Context: an optimization exercise on an open-source flow, tuned for small area. The choices shown serve that exercise and are no tape-out recipe.
Function was checked by simulation only, so behaviour that the tests miss may differ from the original.
Power and IR drop assume default switching activity.

==> flow/design.v <==
module vgaout
(
	input clk,
	input rst,       
	input en,        
	input en1,       
	input [31:0] rez1,
	input [31:0] rez2,
	input [15:0] freq,
	input [15:0] elapsed,
	input  [7:0] mark,
	output de,
	output hs,
	output vs,
	output first,    
	output pix,      
	output [1:0] row
);
reg [9:0] c, d;
wire c_wrap = c[9] & c[8] & c[6] & c[5] & c[3];
wire d_wrap = d[9] & d[4] & d[3] & d[2];
wire nextline = (c == 10'd15);
always @(posedge clk)
	if (rst) begin
		c <= 10'd14;
		d <= 10'd15;
	end else if (en) begin
		c <= c_wrap ? 10'd14 : c + 10'd1;
		if (nextline)
			d <= d_wrap ? 10'd15 : d + 10'd1;
	end
assign hs = !(c >= 10'd15 && c <= 10'd76);
assign vs = (d >= 10'd16 && d <= 10'd21);
assign de = (c >= 10'd143 && c <= 10'd862) && (d >= 10'd46 && d <= 10'd525);
assign first = (c == 10'd143);
assign row = d[8:7];
reg [31:0] rv;
wire [1:0] ahead = {1'b0, en1} + {1'b0, en};
wire ld = (c[9:7] == 3'b001) && (c[6:0] != 7'h7f) &&
          !(c[6:0] == 7'h7e && ahead != 2'd0) &&
          !(c[6:0] == 7'h7d && ahead == 2'd2);
wire [31:0] r3 = {elapsed, freq};
wire [31:0] src;
genvar i;
generate
	for (i = 0; i < 32; i = i + 1) begin : g_src
		if (i % 4 == 3) begin : g_m
			assign src[i] = d[8] ? (d[7] ? rez2[i] : rez1[i]) : (d[7] ? r3[i] : mark[i/4]);
		end else begin : g_n
			assign src[i] = d[8] ? (d[7] ? rez2[i] : rez1[i]) : r3[i];
		end
	end
endgenerate
always @(posedge clk)
	if (ld)
		rv <= src;
wire window = c[9] ^ c[8];
wire [2:0] digit = {c[9], c[7:6]};
wire [1:0] x = {c[5], c[4] | c[3]};
wire [2:0] y = {d[6:5], d[4] | d[3]};
reg [3:0] nib;
always @(*)
	case (digit)
	3'd0: nib = rv[31:28];
	3'd1: nib = rv[27:24];
	3'd2: nib = rv[23:20];
	3'd3: nib = rv[19:16];
	3'd4: nib = rv[15:12];
	3'd5: nib = rv[11:8];
	3'd6: nib = rv[7:4];
	default: nib = rv[3:0];
	endcase
wire rezpix;
hexnum digs
(
	.value(nib),
	.x(x),
	.y(y),
	.hide(d[8:7] == 2'b01 && digit == 3'd4),
	.image(rezpix)
);
wire mrow = (d >= 10'd111 && d <= 10'd118);
wire mpix = (x != 2'd3) && mrow && nib[3];
assign pix = window && (d[9:7] == 3'b000 ? mpix : (!d[9] && rezpix));
endmodule
module hexnum
(
	input  [3:0] value,
	input  [1:0] x,
	input  [2:0] y,
	input        hide,
	output image
);
reg [6:0] ss;
reg i;
always @(*) begin
	if(hide) ss = 7'b0000000;
	else
	case (value)   
	4'h0: ss = 7'b0111111;
	4'h1: ss = 7'b0000110;
	4'h2: ss = 7'b1011011;
	4'h3: ss = 7'b1001111;
	4'h4: ss = 7'b1100110;
	4'h5: ss = 7'b1101101;
	4'h6: ss = 7'b1111101;
	4'h7: ss = 7'b0000111;
	4'h8: ss = 7'b1111111;
	4'h9: ss = 7'b1101111;
	4'ha: ss = 7'b1110111;
	4'hb: ss = 7'b1111100;
	4'hc: ss = 7'b0111001;
	4'hd: ss = 7'b1011110;
	4'he: ss = 7'b1111001;
	4'hf: ss = 7'b1110001;
	endcase
end
always @(*) begin
	case (y)
	3'd0: case (x)
				2'd0: i = ss[0]|ss[5];
				2'd1: i = ss[0];
				2'd2: i = ss[0]|ss[1];
				default: i = 1'b0;
			endcase
	3'd1: case (x)
				2'd0: i = ss[5];
				2'd2: i = ss[1];
				default: i = 1'b0;
			endcase
	3'd2: case (x)
				2'd0: i = ss[5]|ss[4];
				2'd1: i = ss[6];
				2'd2: i = ss[1]|ss[2];
				default: i = 1'b0;
			endcase
	3'd3: case (x)
				2'd0: i = ss[4];
				2'd2: i = ss[2];
				default: i = 1'b0;
			endcase
	3'd4: case (x)
				2'd0: i = ss[3]|ss[4];
				2'd1: i = ss[3];
				2'd2: i = ss[3]|ss[2];
				default: i = 1'b0;
			endcase
	default: i = 1'b0;
	endcase
end
assign image = i;
endmodule
module tmds_encoder
(
	input clk,
	input rst,        
	input blank,
	input ff,         
	input f7,         
	output neg        
);
	reg [3:0] dc_bias;
	assign neg = dc_bias[3];
	always @(posedge clk)
		if (rst || blank)
			dc_bias <= 4'd0;
		else if (neg)
			dc_bias <= dc_bias + (ff ? 4'd3 : f7 ? 4'd2 : 4'd5);
		else
			dc_bias <= dc_bias - (f7 ? 4'd3 : 4'd4);
endmodule
module dvi_status
(
	input clk,               
	input rst,               
	input clk_en,            
	input [31:0] rez1,       
	input [31:0] rez2,       
	input [15:0] freq,       
	input [15:0] elapsed,    
	input  [7:0] mark,
	output [9:0] tmds_red,
	output [9:0] tmds_green,
	output [9:0] tmds_blue
);
	reg rst1, rst2, en1, en2;
	always @(posedge clk) begin
		rst1 <= rst;
		rst2 <= rst1;
		en1 <= clk_en;
		en2 <= en1;
	end
	wire de, hs, vs, first, pix;
	wire [1:0] row;
	vgaout showrez
	(
		.clk(clk),
		.rst(rst2),
		.en(en2),
		.en1(en1),
		.rez1(rez1),
		.rez2(rez2),
		.freq(freq),
		.elapsed(elapsed),
		.mark(mark),
		.de(de),
		.hs(hs),
		.vs(vs),
		.first(first),
		.pix(pix),
		.row(row)
	);
	wire r_ff = pix & row[0];
	wire g_ff = pix & ~(row[1] & row[0]);
	wire b_ff = pix & ~row[1] & ~row[0];
	wire b_7f = ~pix & ~first;
	wire blank = ~de;
	wire r_neg, g_neg, b_neg;
	tmds_encoder u21 (.clk(clk), .rst(rst2), .blank(blank), .ff(r_ff), .f7(1'b0), .neg(r_neg));
	tmds_encoder u22 (.clk(clk), .rst(rst2), .blank(blank), .ff(g_ff), .f7(1'b0), .neg(g_neg));
	tmds_encoder u23 (.clk(clk), .rst(rst2), .blank(blank), .ff(b_ff), .f7(b_7f), .neg(b_neg));
	wire k = rst2 | blank;
	assign tmds_red   = {k | (r_ff ^ r_neg), k | ~r_ff,
	                     ~k & r_neg, k | r_neg, ~k & r_neg, k | r_neg,
	                     ~k & r_neg, k | r_neg, ~k & r_neg, ~k & r_neg};
	assign tmds_green = {k | (g_ff ^ g_neg), k | ~g_ff,
	                     ~k & g_neg, k | g_neg, ~k & g_neg, k | g_neg,
	                     ~k & g_neg, k | g_neg, ~k & g_neg, ~k & g_neg};
	wire c0 = ~hs;                       
	wire c1 = ~vs;                       
	wire b_00 = ~b_ff & ~b_7f;
	wire b9 = blank ? ~(c1 ^ c0) : (b_neg ^ ~b_00);
	wire b8 = blank ? ~c0 : b_00;
	wire b7 = blank ? c0 : (b_neg ^ b_7f);
	wire bo = blank ? c0 : b_neg;        
	wire be = blank ? ~c0 : b_neg;       
	assign tmds_blue = {b9 | rst2, b8 | rst2, b7 & ~rst2, be | rst2, bo & ~rst2, be | rst2,
	                    bo & ~rst2, be | rst2, bo & ~rst2, bo & ~rst2};
endmodule
make LEC_CHECK=0 CAP_MARGIN=20 CORE_MARGIN=2 CORE_UTILIZATION=40 CTS_BUF_LIST=sky130_fd_sc_hd__clkbuf_4 PLACE_DENSITY=0.6 SLEW_MARGIN=20 finish   # period 10.0 ns
run.sh (not shown) runs the stock make flow with config.mk's settings and CLKGATE_MAP_FILE= SYNTH_SCRIPT=/design/flow/synth_recipe.tcl, a recipe that flattens the netlist after the stock synthesis.
Next try:
CTS_BUF_LIST = sky130_fd_sc_hd__clkbuf_8   (was sky130_fd_sc_hd__clkbuf_4)
CTS_CLUSTER_DIAMETER = 500   (was default)
CTS_CLUSTER_SIZE = 100   (was default)
Area after synthesis stays the same. Clock power grows by 20%. Worst setup slack gains 73 ps. Register-to-register slack stays flat. Clock skew stays flat. Fmax grows by 1.1%. Via count grows by 0.39%. Hold slack loses 8.4 ps. Total power grows by 5.5%.
Next try:
CTS_BUF_LIST = default   (was sky130_fd_sc_hd__clkbuf_8)
CTS_CLUSTER_DIAMETER = default   (was 500)
CTS_CLUSTER_SIZE = default   (was 100)
Outcome: Via count decreases by 1.0%. Routed wire length is about the same. Flip-flop and latch count does not change. Synthesized area stays the same. Power rises by 16%. Global-route usage stays flat.
Next try:
CTS_BUF_LIST = sky130_fd_sc_hd__clkbuf_4   (was default)
CTS_CLUSTER_DIAMETER = 200   (was default)
CTS_CLUSTER_SIZE = 40   (was default)
Maximum frequency came out lower by 1.9%.
Power came out lower by 18%.
Setup slack gets worse by 130 ps.
Final cell count stays the same.
Cell area came out lower by 2.3%.
Sequential power is about the same.
Register-to-register slack gets worse by 30 ps.
Next try:
CTS_BUF_LIST = sky130_fd_sc_hd__clkbuf_2 sky130_fd_sc_hd__clkbuf_4 sky130_fd_sc_hd__clkbuf_8   (was sky130_fd_sc_hd__clkbuf_4)
CTS_CLUSTER_DIAMETER = default   (was 200)
CTS_CLUSTER_SIZE = default   (was 40)
What happened: The new run produced a clean layout. Worst setup slack improved by 93 ps. Critical path depth goes up by 3. Die area stays the same. First-iteration DRC count came out lower by a few percent. Synthesized cell count stays the same. Utilization grows by 0.49 points. Clock skew is about the same. Global-route usage barely changes. Power goes up by a little under a tenth.

-- what the ideal ports hide --
No port has a modelled driver above. Below, the same layouts with a new extraction and two added sets of constraints.
Step 1 (the two cells are an assumption about what drives the block):
set clk [get_ports {clk}]
set_driving_cell -lib_cell sky130_fd_sc_hd__clkbuf_16 $clk
set_driving_cell -lib_cell sky130_fd_sc_hd__buf_2 [delete_from_list [all_inputs] $clk]
Step 2 moves the port delays by t, midway between the first and last clock arrival at a register: inputs arrive t later, outputs are due t later. That takes back most of the time a late clock gives input paths.
Slacks: ideal ports / drivers / drivers and shift; pairs: ideal ports / drivers.
| run | t, ns | setup slack, ns | worst slew at a driven data input, ns |
|---|---|---|---|
| the first run | 0.464 | 3.212 / 3.179 / 3.642 | 0.05 |
| the second run | 0.395 | 3.286 / 3.250 / 3.644 | 0.05 |
| the third run | 0.374 | 3.340 / 3.300 / 3.674 | 0.05 |
| the fourth run | 0.464 | 3.212 / 3.179 / 3.642 | 0.05 |
| the fifth run | 0.404 | 3.306 / 3.269 / 3.674 | 0.05 |
After both steps every run listed still meets setup and hold.
